Background: an optimization exercise with open tools, aiming at small area, a short achievable clock period and few clock cycles. Do not read the settings as production practice. Only simulation tests tie the RTL to the original design; equivalence was not proved.

## flow/design.v (module list and top-level ports; edited modules follow where they fit)
// module produto_escalar: 1406 lines
// module produto_escalar_fa: 7 lines
module produto_escalar (
    input  logic         clk_i,
    input  logic         rst_i,
    input  logic         iniciar,
    input  logic [31:0]  a0, a1, a2, a3, a4, a5, a6, a7,
    input  logic [31:0]  b0, b1, b2, b3, b4, b5, b6, b7,
    output logic [63:0]  resultado,
    output logic         concluido
);
  // ...
==> flow/run.sh <==
#!/bin/bash
# synth_recipe.tcl (not shown) runs the flow's synth.tcl, then flattens the netlist and writes it again
# the make line also repeats each setting of config.mk as NAME=value (left out here)
make -C /OpenROAD-flow-scripts/flow DESIGN_CONFIG=/design/flow/config.mk WORK_HOME=/design/flow/orfs CLKGATE_MAP_FILE= SYNTH_SCRIPT=/design/flow/synth_recipe.tcl finish
==> flow/config.mk <==
export PLATFORM = sky130hd
export DESIGN_NAME = produto_escalar
export DESIGN_NICKNAME = produto_escalar
export VERILOG_FILES = /design/flow/design.v
export SDC_FILE = /design/flow/constraint.sdc
export NUM_CORES = 4
export LEC_CHECK = 0
export ABC_CLOCK_PERIOD_IN_PS = 4000
export CAP_MARGIN = 20
export CORE_MARGIN = 2
export CORE_UTILIZATION = 40
export SLEW_MARGIN = 20
export SYNTH_HIERARCHICAL = 1
export SYNTH_MINIMUM_KEEP_SIZE = 0
==> flow/constraint.sdc <==
create_clock -name core_clock -period 11.5 [get_ports {clk_i}]
set_input_delay 2.3000 -clock core_clock [delete_from_list [all_inputs] [get_ports {clk_i}]]
set_output_delay 2.3000 -clock core_clock [all_outputs]
set_load 0.01 [all_outputs]
==> results_dict.tcl, run 1 <==
set metrics [dict create \
    status "complete, no violations" \
    die_x_um 282 \
    synth.area.top_cells "fa_1, xnor2_1, a22oi_1" \
    arrival_ns 9.43 \
    synth_edf_count 0 \
    h-tree-depth 4 \
    worstHoldPathCells 2 \
    synthMuxAreaShare_pct 0.0324 \
    clk-insertion-delay-late_ns 0.52 \
    crit_cells 15 \
    setup_viol 0 \
    yosys.area.top_type_share_pct 37.4 \
    n_all_buffers 694 \
    routed_wl_um 153000 \
    hold_viol 0 \
    path_common_cell "fa_1" \
    seq_cell_count 120 \
    synth_cell_types 65 \
    multi_input_area_share_pct 71.0 \
    drtPass1Iterations 12 \
    vias_per_cell 6.42 \
    tightest_slew_ns 1.19 \
    syn_inst 3182 \
    max_slew_margin_pct 19.8 \
    ys_ff_latch 120 \
    grt_pass1_vias 30500 \
    die_h_um 282 \
    placed_cell_area_mm2 0.0376 \
    r2r_slack_ns 3.37 \
    cap_violations 0 \
    drive_gt1_share_pct 5.84 \
    core_area_mm2 0.0762 \
    syn_to_final_growth_pct 23.8 \
    regMostFlops "acc_s" \
    grt_util_met2_pct 59.5 \
    synth_top_family_by_area "adder cells" \
]
Testbench counts, summed over its fixed seeds: cycles 21,600.
==> inputs of run 2 (changes only) <==
--- a/flow/config.mk
+++ b/flow/config.mk
@@ -5,7 +5,6 @@
 export SDC_FILE = /design/flow/constraint.sdc
 export NUM_CORES = 4
 export LEC_CHECK = 0
-export ABC_CLOCK_PERIOD_IN_PS = 4000
 export CAP_MARGIN = 20
 export CORE_MARGIN = 2
 export CORE_UTILIZATION = 40
==> results_dict.tcl, run 2 <==
set metrics [dict create \
    status "complete, no violations" \
    start_util_pct 40.5 \
    vias 29800 \
    fin_crit_sh_pct 78.7 \
    clk-insertion-delay-late_ns 0.52 \
    tns_ns 0 \
    yosysWarnings 7 \
    core_area_mm2 0.0762 \
    place_congestion 0.988 \
    path_buf_inv 1 \
    syn_inst 3182 \
    postSynthAreaPerCell_um2 9.69 \
    cp_max_fo 12 \
    die_h_um 282 \
    min_path_type "flop to flop" \
    drt-initial-drc-count 4530 \
    clkSinkCount 120 \
    cts_hold_buffers 0 \
    io_pins 580 \
    fin_skew_ns 0.0267 \
    rows 101 \
    hold_viol 0 \
    hold_start "concluido" \
    synth_most_common_cell "a22oi_1" \
    clk_path_buf_depth 2 \
    max_stage_delay_ns 0.86 \
    cap_violations 0 \
    ys_ff_latch 120 \
    synth_top_cells_by_count "a22oi_1, fa_1, xnor2_1, clkbuf_1, nand2_1" \
    drc 0 \
    crit_family "adder cells" \
    cts_tree "yes" \
    synthArstFlopShare_pct 0 \
    tightest_slew_ns 1.19 \
    grt_pass1_wl_um 221000 \
    dp_hpwl_um 117000 \
    grt_pass1_vias 30500 \
    post_cts_buffers 0 \
    largest_reg_flops 64 \
    synth.area.top_cells "fa_1, xnor2_1, a22oi_1" \
    arrival_ns 9.43 \
    r2r_start "fase[5]" \
    layout.cells.non_filler 4634 \
    drtPass1Iterations 12 \
    syn_to_final_growth_pct 23.8 \
    synthesis.area_mm2 0.0308 \
    cts.clk_slew.worst_paths_ns 0.07 \
    ys.flop_type "dfxtp_1" \
    crit_type "input pin to flop" \
    crit_start "b5[7]" \
    critPathRequiredTime_ns 11.88 \
    numCtsBuffers 17 \
    antenna_found_initial 15 \
    overflow 0 \
    die_area_mm2 0.0794 \
    path_common_cell "fa_1" \
    cp-start-kind "input pin" \
    placed_cell_area_mm2 0.0376 \
    fmax_mhz 111 \
    setup_viol 0 \
    crit_chain "clkdlybuf4s50_1 > a22oi_1 > nand4_1 > or3_1 > a21oi_2 > a22oi_1 > xnor2_1 > fa_1 > fa_1 > fa_1 > fa_1 > fa_1 > fa_1 > fa_1 > fa_1" \
    synth_edf_count 0 \
    routed_wl_um 153000 \
    critical-path-slowest-cell "a21oi_2" \
    antenna_left 0 \
    portBuffers 579 \
    nets 4722 \
    final_cell_mix "a22oi_1, clkdlybuf4s50_1, fa_1" \
    vias_per_cell 6.42 \
    root_buffer "clkbuf_16" \
    grt_start_max_net_pins 70 \
    h-tree-depth 4 \
    regMostFlops "acc_s" \
    grt.total_usage_pct 39.0 \
    dp_cells 4594 \
    slew_viol_final 0 \
    synth_cell_types 65 \
    rsz0062_at_grt "no" \
    wl_per_cell_um 33.1 \
    yosys.area.top_type_share_pct 37.4 \
    die_x_um 282 \
    cts_resized 0 \
    stdcell_area_mm2 0.0382 \
    reg.largest.list "acc_s: 64 flops, acc_c: 47 flops, fase: 7 flops" \
    layout_min_cycle_time_ns 9.05 \
    max_slew_margin_pct 19.8 \
    yosysSeqAreaShare_pct 7.79 \
    drive_gt1_share_pct 5.84 \
    critPathCaptureType "flop" \
    synth_top_area_cell "fa_1" \
    mostFrequentLayoutCell "a22oi_1" \
]
## run 2: cell counts after synthesis
Identical to the previous run, type by type.
## run 2: path summary, 6_finish.rpt
check | endpoint | slack [ns] | cells past startpoint
hold / removal | concluido | 0.53 | 2
hold reg to reg | concluido | 0.53 | 2
setup / recovery | acc_s[37] | 2.45 | 15
setup reg to reg | acc_s[35] | 3.37 | 18
## run 2: per-module statistics from Yosys (local to each module, per instance)
module / copies in the design / flops+latches
produto_escalar: 1 / 120
produto_escalar_fa: 576 / 0
## run 2: per-layer routing
metal  track usage [%]  vias up  part of all wire, %
met1              50.3    14900                   37
met3              10.9      391                   12
met4              21.0       12                  6.3
met5                 0        -                0.051
li1                  -    12100                    -
met2              59.5     2345                   44
## run 2: tightest hold or removal path, stage by stage (launching register included)
cell and delay (ns):
dfxtp_1 0.32, nor2_1 0.11, a211oi_1 0.05
## run 2: metrics by stage
step | util [%] | hold WS (ns) | setup slack [ns]
finish | 50.1 | 0.527 | 2.45
CTS | 50.1 | 0.531 | 2.67
floorplan | - | 0.515 | 3.74
detailed placement | 49.4 | 0.517 | 2.13
global placement | 49.4 | 0.507 | 2.13
global route | 50.1 | 0.591 | 2.31
## run 2: logic make-up after synthesis
kind of cell	share of synthesized area [%]
other	0.0243
multiplexers	0.0325
AND/OR/NAND/NOR	9.37
AO/OA/AOI/OAI	21.7
flip-flops	7.79
adder cells (fa/ha/maj)	39.4
XOR/XNOR	16.6
buffers and inverters	5.06
## run 2: cell type report
cell class                 instances  area (um2)
fill                            7081       38000
multi-input combinational       2720       27100
timing repair buffer             694        6670
sequential                       120        2410
tap                             1030        1290
clock buffer                      18         429
clock inverter                    14         143
inverter                          30         113
antenna                            8        20.0

==> static timing again, ports no longer ideal <==
The flow's constraints put no driver on any port. The routed layouts listed below were extracted and timed again, unchanged, in two steps.
Step 1: set_driving_cell puts a clkbuf_16 on clk_i and a buf_2 on each other input, an assumption about the parent block.
Step 2 times the ports against the registers' clock, not the clock port: input delays grow and output delays shrink by t, the midpoint of the rising clock arrivals with the driver on.
Three values: ideal, step 1, step 2; two values: the first two.
run | t, ns | setup WS [ns] | slew at the worst register clock pin (ns) | worst slew at a driven data input, ns
run 1 | 0.581 | 2.453 / 2.491 / 1.910 | 0.09 / 0.09 | 0.19
run 2 | 0.581 | 2.453 / 2.491 / 1.910 | 0.09 / 0.09 | 0.19
After both steps every run listed still meets setup and hold.
